Background: an optimization exercise with open tools, aiming at small area, a short achievable clock period and few clock cycles. Do not read the settings as production practice. RTL that was checked went through simulation tests only; none was proved equivalent to the original.

==> flow/design.v (excerpt) <==
module fir_filter #(
    parameter DATA_WIDTH = 16,
    parameter TAPS = 16
)(
    input wire clk,
    input wire reset,
    input wire start_fir,
    input wire [1:0] filter_mode,
    input wire [TAPS*DATA_WIDTH-1:0] input_buffer,
    output reg signed [DATA_WIDTH-1:0] fir_output,
    output reg fir_done
);
Size: roughly 2000 cells after synthesis, roughly 63 flip-flops, ~280 I/O pins, about 17000 µm² of cells after synthesis.
Settings: LEC_CHECK=0, CAP_MARGIN=20, CORE_MARGIN=2, CORE_UTILIZATION=40, GPL_TIMING_DRIVEN=1, PLACE_DENSITY=0.6, SETUP_SLACK_MARGIN=4.1, SLEW_MARGIN=20, SYNTH_HIERARCHICAL=1, SYNTH_MINIMUM_KEEP_SIZE=0; clock period 11.0 ns.
standard.sh (not shown) runs the stock make flow with config.mk's settings and CLKGATE_MAP_FILE= SYNTH_SCRIPT=/design/flow/synth_recipe.tcl, a recipe that flattens the netlist after the stock synthesis.
==> flow/flow/run.sh <==
#!/bin/bash
# The standard layout (standard.sh) with smaller port buffers (buf_1).
set -uo pipefail
bash standard.sh "BUFFER_PORTS_ARGS=-buffer_cell sky130_fd_sc_hd__buf_1" finish > standard_make.log 2>&1
Testbench counts at the start, summed over its fixed seeds: cycles 1,032.
Then changed:
- SETUP_SLACK_MARGIN: 4.1 -> 4.5
=>
- The new run ran to the end with no violations
- utilization came out higher by 3.3 points
- sequential cell count does not change
Then changed:
- SETUP_SLACK_MARGIN: 4.5 -> 4.65
- The changed run completed without violations
- final area came out higher by 5.4%
- core utilization is higher by 2.6 points
- worst setup slack improves by 0.046 ns
- sequential cell count is unchanged
- clock-buffer cell count does not change
- critical path depth drops by 3
Then changed:
- SETUP_SLACK_MARGIN: 4.65 -> 4.3
After rerunning: The changed run finished clean; global-route usage falls by 0.99 points; die area stays the same; first-iteration DRC count falls by 4.1%; cell area falls by 10%; worst hold slack gets worse by 0.0062 ns.

========
Another version of the RTL of fir_filter (not shown whole).
Size in the first run: about 17 flip-flops, roughly 280 I/O pins, ~17000 µm² of cells after synthesis.
export LEC_CHECK = 0
export CAP_MARGIN = 0
export CORE_MARGIN = 2
export CORE_UTILIZATION = 40
export GPL_TIMING_DRIVEN = 0
export PLACE_DENSITY = 0.6
export SLEW_MARGIN = 0
export SYNTH_HIERARCHICAL = 1
export SYNTH_MINIMUM_KEEP_SIZE = 0
create_clock -name core_clock -period 11.0 [get_ports {clk}]
==> flow/flow/run.sh <==
#!/bin/bash
# The standard layout (standard.sh), with smaller port buffers and power
# recovery (downsizing of gates off the critical paths) after global routing.
set -uo pipefail
bash standard.sh "BUFFER_PORTS_ARGS=-buffer_cell sky130_fd_sc_hd__buf_1" RECOVER_POWER=100 finish > standard_make.log 2>&1
The baseline completed with no timing, DRC or antenna violations.
Testbench counts at the start, summed over its fixed seeds: cycles 1,032.
Then changed:
==> flow/run.sh (new file) <==
#!/bin/bash
# synth_recipe.tcl (not shown) runs the flow's synth.tcl, then flattens the netlist and writes it again
# the make line also repeats each setting of config.mk as NAME=value (left out here)
make -C /OpenROAD-flow-scripts/flow DESIGN_CONFIG=/design/flow/config.mk WORK_HOME=/design/flow/orfs CLKGATE_MAP_FILE= SYNTH_SCRIPT=/design/flow/synth_recipe.tcl finish
Settings changed: CAP_MARGIN 0 to 20, GPL_TIMING_DRIVEN 0 to unset, SLEW_MARGIN 0 to 20.
removed: flow/flow/run.sh
removed: flow/standard.sh
Outcome: The new run completed without violations. Fmax climbs by 0.52%. Worst hold slack is better by 350 ps. Cell count increases by 4.8%. Die area is unchanged. First-iteration DRC count drops by 38%. Count of clock-buffer cells in the layout does not change. Worst setup slack gains 56 ps.
Then changed:
Settings changed: CAP_MARGIN 20 to 0, GPL_TIMING_DRIVEN set to 0, SLEW_MARGIN 20 to 0.
Count of clock-buffer cells in the layout goes up by 1.
Area after synthesis is unchanged.
Worst setup slack gains 6.7 ps.
Flip-flop and latch count does not change.
Fmax barely changes.

========
fir_filter, a different RTL version from the one above (not shown whole).
Size: roughly 63 flip-flops, ~280 I/O pins, ~18000 sq um of cells after synthesis.
export LEC_CHECK = 0
export CAP_MARGIN = 20
export CORE_MARGIN = 2
export CORE_UTILIZATION = 40
export GPL_TIMING_DRIVEN = 0
export PLACE_DENSITY = 0.75
export SETUP_SLACK_MARGIN = 4.0
export SLEW_MARGIN = 20
export SYNTH_HIERARCHICAL = 1
export SYNTH_MINIMUM_KEEP_SIZE = 0
create_clock -name core_clock -period 11.0 [get_ports {clk}]
==> flow/flow/run.sh <==
#!/bin/bash
# The standard layout (standard.sh) with smaller port buffers (buf_1).
set -uo pipefail
bash standard.sh "BUFFER_PORTS_ARGS=-buffer_cell sky130_fd_sc_hd__buf_1" finish > standard_make.log 2>&1
Testbench counts at the start, summed over its fixed seeds: cycles 1,032.
Next try:
Settings changed: CORE_UTILIZATION 40 to 50, PLACE_DENSITY 0.75 to 0.65.
Effect:
- worst setup slack is worse by 0.081 ns
- die area decreases by 20%
- first-iteration DRC count came out lower by 12%
- utilization grows by 11 points
- sequential share of layout area barely changes
- cell count decreases by 4.9%
- cell area goes down by 0.97%
Next try:
Settings changed: CORE_UTILIZATION 50 to 40, GPL_TIMING_DRIVEN 0 to 1, PLACE_DENSITY 0.65 to 0.6, SETUP_SLACK_MARGIN 4.0 to 4.3.
Effect: Worst setup slack gets better by 0.28 ns; routed wire length went down by 15%; first-iteration DRC count went down by 12%; core utilization went down by 9.8 points; worst hold slack gets worse by 0.016 ns.
Next try:
==> flow/flow/run.sh (replaced) <==
#!/bin/bash
# The standard layout (standard.sh), with smaller port buffers and power
# recovery (downsizing of gates off the critical paths) after global routing.
set -uo pipefail
bash standard.sh "BUFFER_PORTS_ARGS=-buffer_cell sky130_fd_sc_hd__buf_1" RECOVER_POWER=100 finish > standard_make.log 2>&1
Settings changed: GPL_TIMING_DRIVEN 1 to 0, SETUP_SLACK_MARGIN 4.3 to 4.0.
The new run completed with no timing, DRC or antenna violations.
Worst hold slack is better by 0.0037 ns.
Maximum frequency goes down by 20%.
Global-route usage is higher by 6.2 points.
Design area falls by 4.1%.
Sequential cell count does not change.
Worst setup slack gets worse by 1.8 ns.
Sequential share of layout area went up by 0.22 points.
Routed wire length rises by 17%.
Via count rises by 5.3%.

========
## oak
fir_filter, a different RTL version from the one above (not shown whole).
Size in the first run: roughly 2100 cells after synthesis, roughly 63 flip-flops, about 0.018 mm² of cells after synthesis.
export LEC_CHECK = 0
export CAP_MARGIN = 20
export CORE_MARGIN = 2
export CORE_UTILIZATION = 40
export GPL_TIMING_DRIVEN = 1
export PLACE_DENSITY = 0.6
export SETUP_SLACK_MARGIN = 4.5
export SLEW_MARGIN = 20
export SYNTH_HIERARCHICAL = 1
export SYNTH_MINIMUM_KEEP_SIZE = 0
create_clock -name core_clock -period 11.0 [get_ports {clk}]
==> flow/flow/run.sh <==
#!/bin/bash
# The standard layout (standard.sh) with smaller port buffers (buf_1).
set -uo pipefail
bash standard.sh "BUFFER_PORTS_ARGS=-buffer_cell sky130_fd_sc_hd__buf_1" finish > standard_make.log 2>&1
Edits applied to the flow inputs when going from oak to pine:
Settings: swapping 4.5 for 4.8 in SETUP_SLACK_MARGIN.
## What came out
- All of pine and oak finish clean.
- Re cell area after layout: oak was lower than pine.
- Re transition time of the tightest slew-check pin: pine is 0.077 ns down on oak.
- Of pine and oak, the lower final cell count belongs to oak.
- pine vs oak, origin of the worst setup path: r0_17$_DFF_P_ vs input_buffer[73]
- As far as total negative setup slack goes, oak and pine are indistinguishable; the numbers are identical.
No run of this note included a check of the RTL's function; only the layout flow was run.

========
v59:
RTL: one of the versions met above, not the one the previous note started from.
For scale: roughly 63 flip-flops, about 280 I/O pins, roughly 0.017 mm² of cells after synthesis.
export LEC_CHECK = 0
export CAP_MARGIN = 20
export CORE_MARGIN = 2
export CORE_UTILIZATION = 40
export GPL_TIMING_DRIVEN = 1
export PLACE_DENSITY = 0.6
export SETUP_SLACK_MARGIN = 3.9
export SLEW_MARGIN = 20
export SYNTH_HIERARCHICAL = 1
export SYNTH_MINIMUM_KEEP_SIZE = 0
create_clock -name core_clock -period 11.0 [get_ports {clk}]
Scripts as last shown in full above: flow/flow/run.sh
Testbench counts of v59, summed over its fixed seeds: cycles 1,032.
Setup changes, v59 to v49
Settings: PLACE_DENSITY now 0.65, was 0.6; SETUP_SLACK_MARGIN now 4.5, was 3.9; CORE_UTILIZATION now 45, was 40.
Results
Taking v59 as the reference point, the cell area after placement of v49 falls by 86 µm². On final routed wirelength across all metal layers, v49 and v59 are basically level. v49 vs. v59: number of clock-tree buffers in the layout went up by 1.
### v49 -> v43
Settings: SETUP_SLACK_MARGIN: 4.5 -> 4.3; PLACE_DENSITY: 0.65 -> 0.6; CORE_UTILIZATION: 45 -> 40.
==> flow/flow/run.sh <==
#!/bin/bash
# The standard layout (standard.sh) with smaller port buffers (buf_1), and the
# AOI21 cells of the synthesized netlist started at their smallest size
# (flow/downsize.tcl, run before floorplanning).
set -uo pipefail
bash standard.sh "BUFFER_PORTS_ARGS=-buffer_cell sky130_fd_sc_hd__buf_1" "PRE_FLOORPLAN_TCL=$(pwd)/flow/downsize.tcl" finish > standard_make.log 2>&1
==> flow/flow/downsize.tcl (new file) <==
# Run before floorplanning: synthesis maps the AOI21 cells of the prefix adders to
# the double-strength a21oi_2; start them at a21oi_1 and let timing repair upsize
# the ones on critical paths.
set db [ord::get_db]
set block [ord::get_db_block]
set small [$db findMaster sky130_fd_sc_hd__a21oi_1]
set n 0
foreach inst [$block getInsts] {
  if {[[$inst getMaster] getName] eq "sky130_fd_sc_hd__a21oi_2"} {
    $inst swapMaster $small
    incr n
  }
}
puts "downsize.tcl: a21oi_2 -> a21oi_1 on $n instances"
==> summary.txt <==
- Of v43 and v49, the run reporting the lower non-clock buffer count was v43.
- Side by side, die area turned out higher in v43 than in v49.
- Diff v49 -> v43 | final weighted congestion in routability-driven placement | down by a little under 10%
- Compared with v49, v43 instantiates a smaller number of standard cells.
Modified inputs, v34 compared to v43
Settings: swapping 4.3 for 4.4 in SETUP_SLACK_MARGIN.
==> flow/flow/run.sh <==
#!/bin/bash
# The standard layout (standard.sh) with smaller port buffers (buf_1).
set -uo pipefail
bash standard.sh "BUFFER_PORTS_ARGS=-buffer_cell sky130_fd_sc_hd__buf_1" finish > standard_make.log 2>&1
removed: flow/flow/downsize.tcl
==> summary.txt <==
v43 -> v34: maximum fanout encountered on the critical timing path delta 0, exact match
Number of fill cells in the layout went up by a few percent going from v43 to v34.
A termination of the worst setup path of r0_10 is what v34 shows, while r0_16 belongs to v43.
Changes observed in v34 relative to v43: data required time of the critical path higher, wire length higher.
Total number of vias (higher): v34
Between v43 and v34, the difference in fraction of area in clock buffers and inverters is negligible.
Of v43 and v34, v43 shows the lower design area, with v34 above it.
v34 vs v43: sum of net half-perimeters after detailed placement up by a few percent
> inputs changed (v34 -> v45)
Settings: a change of CORE_UTILIZATION from 40 to 45; a change of PLACE_DENSITY from 0.6 to 0.65.
==> comparison <==
- Looking at met2 wire length, v45 sits below v34.
- Per the comparison of v45 with v34, final critical-path required period grew by 0.0098 ns, total via count after detailed routing moved down, core utilization went up by 6.0 points.
- v45 gives more global-route usage than v34 did.

========
fir_filter, a different RTL version from the one above (not shown whole).
Size in the first run: ~1900 cells after synthesis, about 63 flip-flops.
// fir_filter
module fir_filter #(
    parameter DATA_WIDTH = 16,
    parameter TAPS = 16
)(
    input wire clk,
    input wire reset,
    input wire start_fir,
    input wire [1:0] filter_mode,
    input wire [TAPS*DATA_WIDTH-1:0] input_buffer,
    output reg signed [DATA_WIDTH-1:0] fir_output,
    output reg fir_done
);
clock: 11.0 ns
lec_check: 0
cap_margin: 20
core_margin: 2
core_utilization: 40
gpl_timing_driven: 1
place_density: 0.6
setup_slack_margin: 4.0
slew_margin: 20
synth_hierarchical: 1
synth_minimum_keep_size: 0
==> flow/flow/run.sh <==
#!/bin/bash
# The standard layout (standard.sh) with smaller port buffers (buf_1).
set -uo pipefail
bash standard.sh "BUFFER_PORTS_ARGS=-buffer_cell sky130_fd_sc_hd__buf_1" finish > standard_make.log 2>&1
The starting point completed with no timing, DRC or antenna violations.
Testbench counts at the start, summed over its fixed seeds: cycles 1,032.
Rerun with:
SETUP_SLACK_MARGIN = 3.8   (was 4.0)
The new run finished with timing, DRC and antenna clean.
Maximum frequency falls by about 2.2%.
Synthesized cell count does not change.
Cell area shrinks by 2.7%.
Routed wire length went down by 1.2%.
Global-route usage came out higher by 0.18 points.
Via count stays flat.
Hold slack gets worse by 5.3 ps.
Sequential share of layout area climbs by 0.12 points.
Rerun with:
SETUP_SLACK_MARGIN = 4.3   (was 3.8)
What happened:
- The new run went through all stages and came out clean
- fmax is higher by 2.6%
- hold slack hardly moves
- wire length came out higher by 1.7%
- die area does not change
- core utilization climbs by 3.9 points
- sequential share of layout area came out lower by 0.41 points
- final area increases by 8.7%
- non-clock buffer count went up by 49
- final cell count rose by 1.8%

========
Another version of the RTL of fir_filter (not shown whole).
For scale: about 63 flip-flops, ~280 I/O pins, roughly 0.017 sq mm of cells after synthesis.
export LEC_CHECK = 0
export CAP_MARGIN = 20
export CORE_MARGIN = 2
export CORE_UTILIZATION = 40
export GPL_TIMING_DRIVEN = 1
export PLACE_DENSITY = 0.6
export SETUP_SLACK_MARGIN = 4.5
export SLEW_MARGIN = 20
export SYNTH_HIERARCHICAL = 1
export SYNTH_MINIMUM_KEEP_SIZE = 0
create_clock -name core_clock -period 11.0 [get_ports {clk}]
Scripts as last shown in full above: flow/flow/run.sh
Change:
Settings changed: SETUP_SLACK_MARGIN 4.5 to 4.3.
Result:
- cell area drops by 5.2%
- hold slack improved by 8.1 ps
- global-route usage went down by 0.82 points
- worst setup slack degrades by 190 ps
- sequential share of layout area came out higher by 0.28 points
- core utilization shrinks by 2.6 points
- synthesized area stays the same
- critical path depth stays the same
Function was not checked in any run of this note: the RTL went through the layout flow alone.

========
## build 87
RTL: one of the versions met above, not the one the previous note started from.
Size in the first run: about 63 flip-flops, roughly 280 I/O pins, ~0.018 mm² of cells after synthesis.
Settings: LEC_CHECK=0, CAP_MARGIN=20, CORE_MARGIN=2, CORE_UTILIZATION=40, GPL_TIMING_DRIVEN=0, PLACE_DENSITY=0.6, SETUP_SLACK_MARGIN=4.0, SLEW_MARGIN=20, SYNTH_HIERARCHICAL=1, SYNTH_MINIMUM_KEEP_SIZE=0; clock period 11.0 ns.
Scripts as last shown in full above: flow/flow/run.sh
Every stage of the flow completed for build 87, and the final layout passed the timing, DRC and antenna checks.
Testbench counts of build 87, summed over its fixed seeds: cycles 1,032.
Relative to build 87, the following input files were edited for build 35:
# build 87
export LEC_CHECK = 0
export CAP_MARGIN = 20
export CORE_MARGIN = 2
export CORE_UTILIZATION = 40
export GPL_TIMING_DRIVEN = 0
export PLACE_DENSITY = 0.6
export SETUP_SLACK_MARGIN = 4.0
export SLEW_MARGIN = 20
export SYNTH_HIERARCHICAL = 1
export SYNTH_MINIMUM_KEEP_SIZE = 0
create_clock -name core_clock -period 11.0 [get_ports {clk}]
# build 35
export LEC_CHECK = 0
export CAP_MARGIN = 0
export CORE_MARGIN = 2
export CORE_UTILIZATION = 40
export GPL_TIMING_DRIVEN = 0
export PLACE_DENSITY = 0.6
export SLEW_MARGIN = 0
export SYNTH_HIERARCHICAL = 1
export SYNTH_MINIMUM_KEEP_SIZE = 0
create_clock -name core_clock -period 11.0 [get_ports {clk}]
==> flow/flow/run.sh <==
#!/bin/bash
# The standard layout (standard.sh), with smaller port buffers and power
# recovery (downsizing of gates off the critical paths) after global routing.
set -uo pipefail
bash standard.sh "BUFFER_PORTS_ARGS=-buffer_cell sky130_fd_sc_hd__buf_1" RECOVER_POWER=100 finish > standard_make.log 2>&1
==> comparison <==
- [flow] build 35 | stages: complete | final checks: fail | reason: max-capacitance violations, max-slew violations
- In build 35 relative to build 87, met3 routed wirelength had gone down by more than 10%.
- When the final numbers for build 87 and build 35 were put side by side, the non-clock buffering overhead in the final layout turned out to be smaller in build 35.
- Fraction of the cycle the final worst path needs in build 35 is 15 points above build 87.
- Diff build 87..build 35 | die outline area | unchanged
What build 24 does differently from build 35 at the input level:
# build 35
export LEC_CHECK = 0
export CAP_MARGIN = 0
export CORE_MARGIN = 2
export CORE_UTILIZATION = 40
export GPL_TIMING_DRIVEN = 0
export PLACE_DENSITY = 0.6
export SLEW_MARGIN = 0
export SYNTH_HIERARCHICAL = 1
export SYNTH_MINIMUM_KEEP_SIZE = 0
create_clock -name core_clock -period 11.0 [get_ports {clk}]
# build 24
export LEC_CHECK = 0
export CAP_MARGIN = 20
export CORE_MARGIN = 2
export CORE_UTILIZATION = 40
export GPL_TIMING_DRIVEN = 1
export PLACE_DENSITY = 0.6
export SETUP_SLACK_MARGIN = 4.0
export SLEW_MARGIN = 20
export SYNTH_HIERARCHICAL = 1
export SYNTH_MINIMUM_KEEP_SIZE = 0
create_clock -name core_clock -period 11.0 [get_ports {clk}]
==> flow/flow/run.sh <==
#!/bin/bash
# The standard layout (standard.sh) with smaller port buffers (buf_1).
set -uo pipefail
bash standard.sh "BUFFER_PORTS_ARGS=-buffer_cell sky130_fd_sc_hd__buf_1" finish > standard_make.log 2>&1
## What came out
- Complete run, failing final checks: build 35, reason max-capacitance violations, max-slew violations.
- Build 24 completed; timing, DRC and antenna clean
- A timing startpoint of the critical path of filter_mode[0] is what build 35 shows, while filter_mode[1] belongs to build 24.
- In the reports for build 35 and build 24, the larger max-cap violation count belongs to build 35.
- In build 24, the flip-flop and latch area came out about 2.5% above the value in build 35.
- Build 24 -> build 35: clock-cell share of area flat
- Side by side, data arrival time of the worst path turned out lower in build 24 than in build 35.
- Going from build 35 to build 24, area growth from synthesis to layout went up by 2.3 points; sequential share of cell area was more or less identical; total wire length went down by about 22%.
For build 71, these inputs were changed with respect to build 24:
# build 24
export LEC_CHECK = 0
export CAP_MARGIN = 20
export CORE_MARGIN = 2
export CORE_UTILIZATION = 40
export GPL_TIMING_DRIVEN = 1
export PLACE_DENSITY = 0.6
export SETUP_SLACK_MARGIN = 4.0
export SLEW_MARGIN = 20
export SYNTH_HIERARCHICAL = 1
export SYNTH_MINIMUM_KEEP_SIZE = 0
create_clock -name core_clock -period 11.0 [get_ports {clk}]
# build 71
export LEC_CHECK = 0
export CAP_MARGIN = 20
export CORE_MARGIN = 2
export CORE_UTILIZATION = 40
export GPL_TIMING_DRIVEN = 0
export PLACE_DENSITY = 0.6
export SETUP_SLACK_MARGIN = 3.5
export SLEW_MARGIN = 20
export SYNTH_HIERARCHICAL = 1
export SYNTH_MINIMUM_KEEP_SIZE = 0
create_clock -name core_clock -period 11.0 [get_ports {clk}]
Notes after the runs:
- Cell count after placement was higher in the run labelled build 71.
- Build 71 vs build 24 on count of non-CTS buffers in the layout: build 71 is the higher one.
- Cells: build 71 has more instances than build 24
- Post-route standard cell area excluding fillers of build 71 falls short of that of build 24 slightly.
- Wire length on build 71 is up relative to build 24.

-- what the ideal ports hide --
How much do the figures lean on ideal ports? The routed layouts below were timed once more, with nothing changed but the port constraints. Step 1 (the two cells are an assumption about what drives the block):
set clk [get_ports {clk}]
set_driving_cell -lib_cell sky130_fd_sc_hd__clkbuf_16 $clk
set_driving_cell -lib_cell sky130_fd_sc_hd__buf_2 [delete_from_list [all_inputs] $clk]
Step 2 times the ports against the registers' clock, not the clock port: input delays grow and output delays shrink by t, the midpoint of the rising clock arrivals with the driver on. Three values: no drivers, after step 1, after step 2; two values: the first two.
| run | t (ns) | setup WS [ns] | worst setup path after step 2 |
|---|---|---|---|
| the first run of note 1 | 0.383 | 4.298 / 4.325 / 3.942 | input to register |
| the second run of note 1 | 0.386 | 4.597 / 4.615 / 4.242 | input to register |
| the third run of note 1 | 0.374 | 4.643 / 4.670 / 4.296 | input to register |
| the fourth run of note 1 | 0.382 | 4.465 / 4.492 / 4.110 | input to register |
| the first run of note 2 | 0.272 | 0.184 / 0.184 / -0.087 | input to register |
| the second run of note 2 | 0.280 | 0.240 / 0.242 / -0.038 | input to register |
| the third run of note 2 | 0.271 | 0.247 / 0.241 / -0.030 | input to register |
| the first run of note 3 | 0.375 | 3.989 / 3.992 / 3.617 | input to register |
| the second run of note 3 | 0.373 | 3.908 / 3.904 / 3.531 | input to register |
| the third run of note 3 | 0.389 | 4.193 / 4.144 / 3.887 | input to register |
| the fourth run of note 3 | 0.379 | 2.442 / 2.465 / 2.086 | input to register |
| oak | 0.365 | 4.602 / 4.614 / 4.253 | input to register |
| pine | 0.367 | 4.757 / 4.716 / 4.431 | input to register |
| v59 | 0.380 | 4.080 / 4.107 / 3.727 | input to register |
| v49 | 0.376 | 4.587 / 4.606 / 4.237 | input to register |
| v43 | 0.379 | 4.392 / 4.417 / 4.038 | input to register |
| v34 | 0.385 | 4.512 / 4.534 / 4.149 | input to register |
| v45 | 0.368 | 4.502 / 4.520 / 4.160 | input to register |
| the first run of note 6 | 0.366 | 4.089 / 4.042 / 3.775 | input to register |
| the second run of note 6 | 0.367 | 3.936 / 3.953 / 3.593 | input to register |
| the third run of note 6 | 0.367 | 4.113 / 4.134 / 3.766 | input to register |
| the first run of note 7 | 0.370 | 4.592 / 4.573 / 4.235 | input to register |
| the second run of note 7 | 0.373 | 4.403 / 4.423 / 4.050 | input to register |
| build 87 | 0.380 | 4.059 / 4.063 / 3.683 | input to register |
| build 35 | 0.374 | 2.412 / 2.435 / 2.060 | input to register |
| build 24 | 0.398 | 4.084 / 4.062 / 3.712 | input to register |
| build 71 | 0.376 | 3.568 / 3.588 / 3.212 | input to register |
Met with ideal ports but missed after step 2: setup timing in the first run of note 2, the second run of note 2 and the third run of note 2. The setup slack of the second run of note 3, which loses most, moves by -0.004 ns with the drivers and by -0.377 ns with both steps.
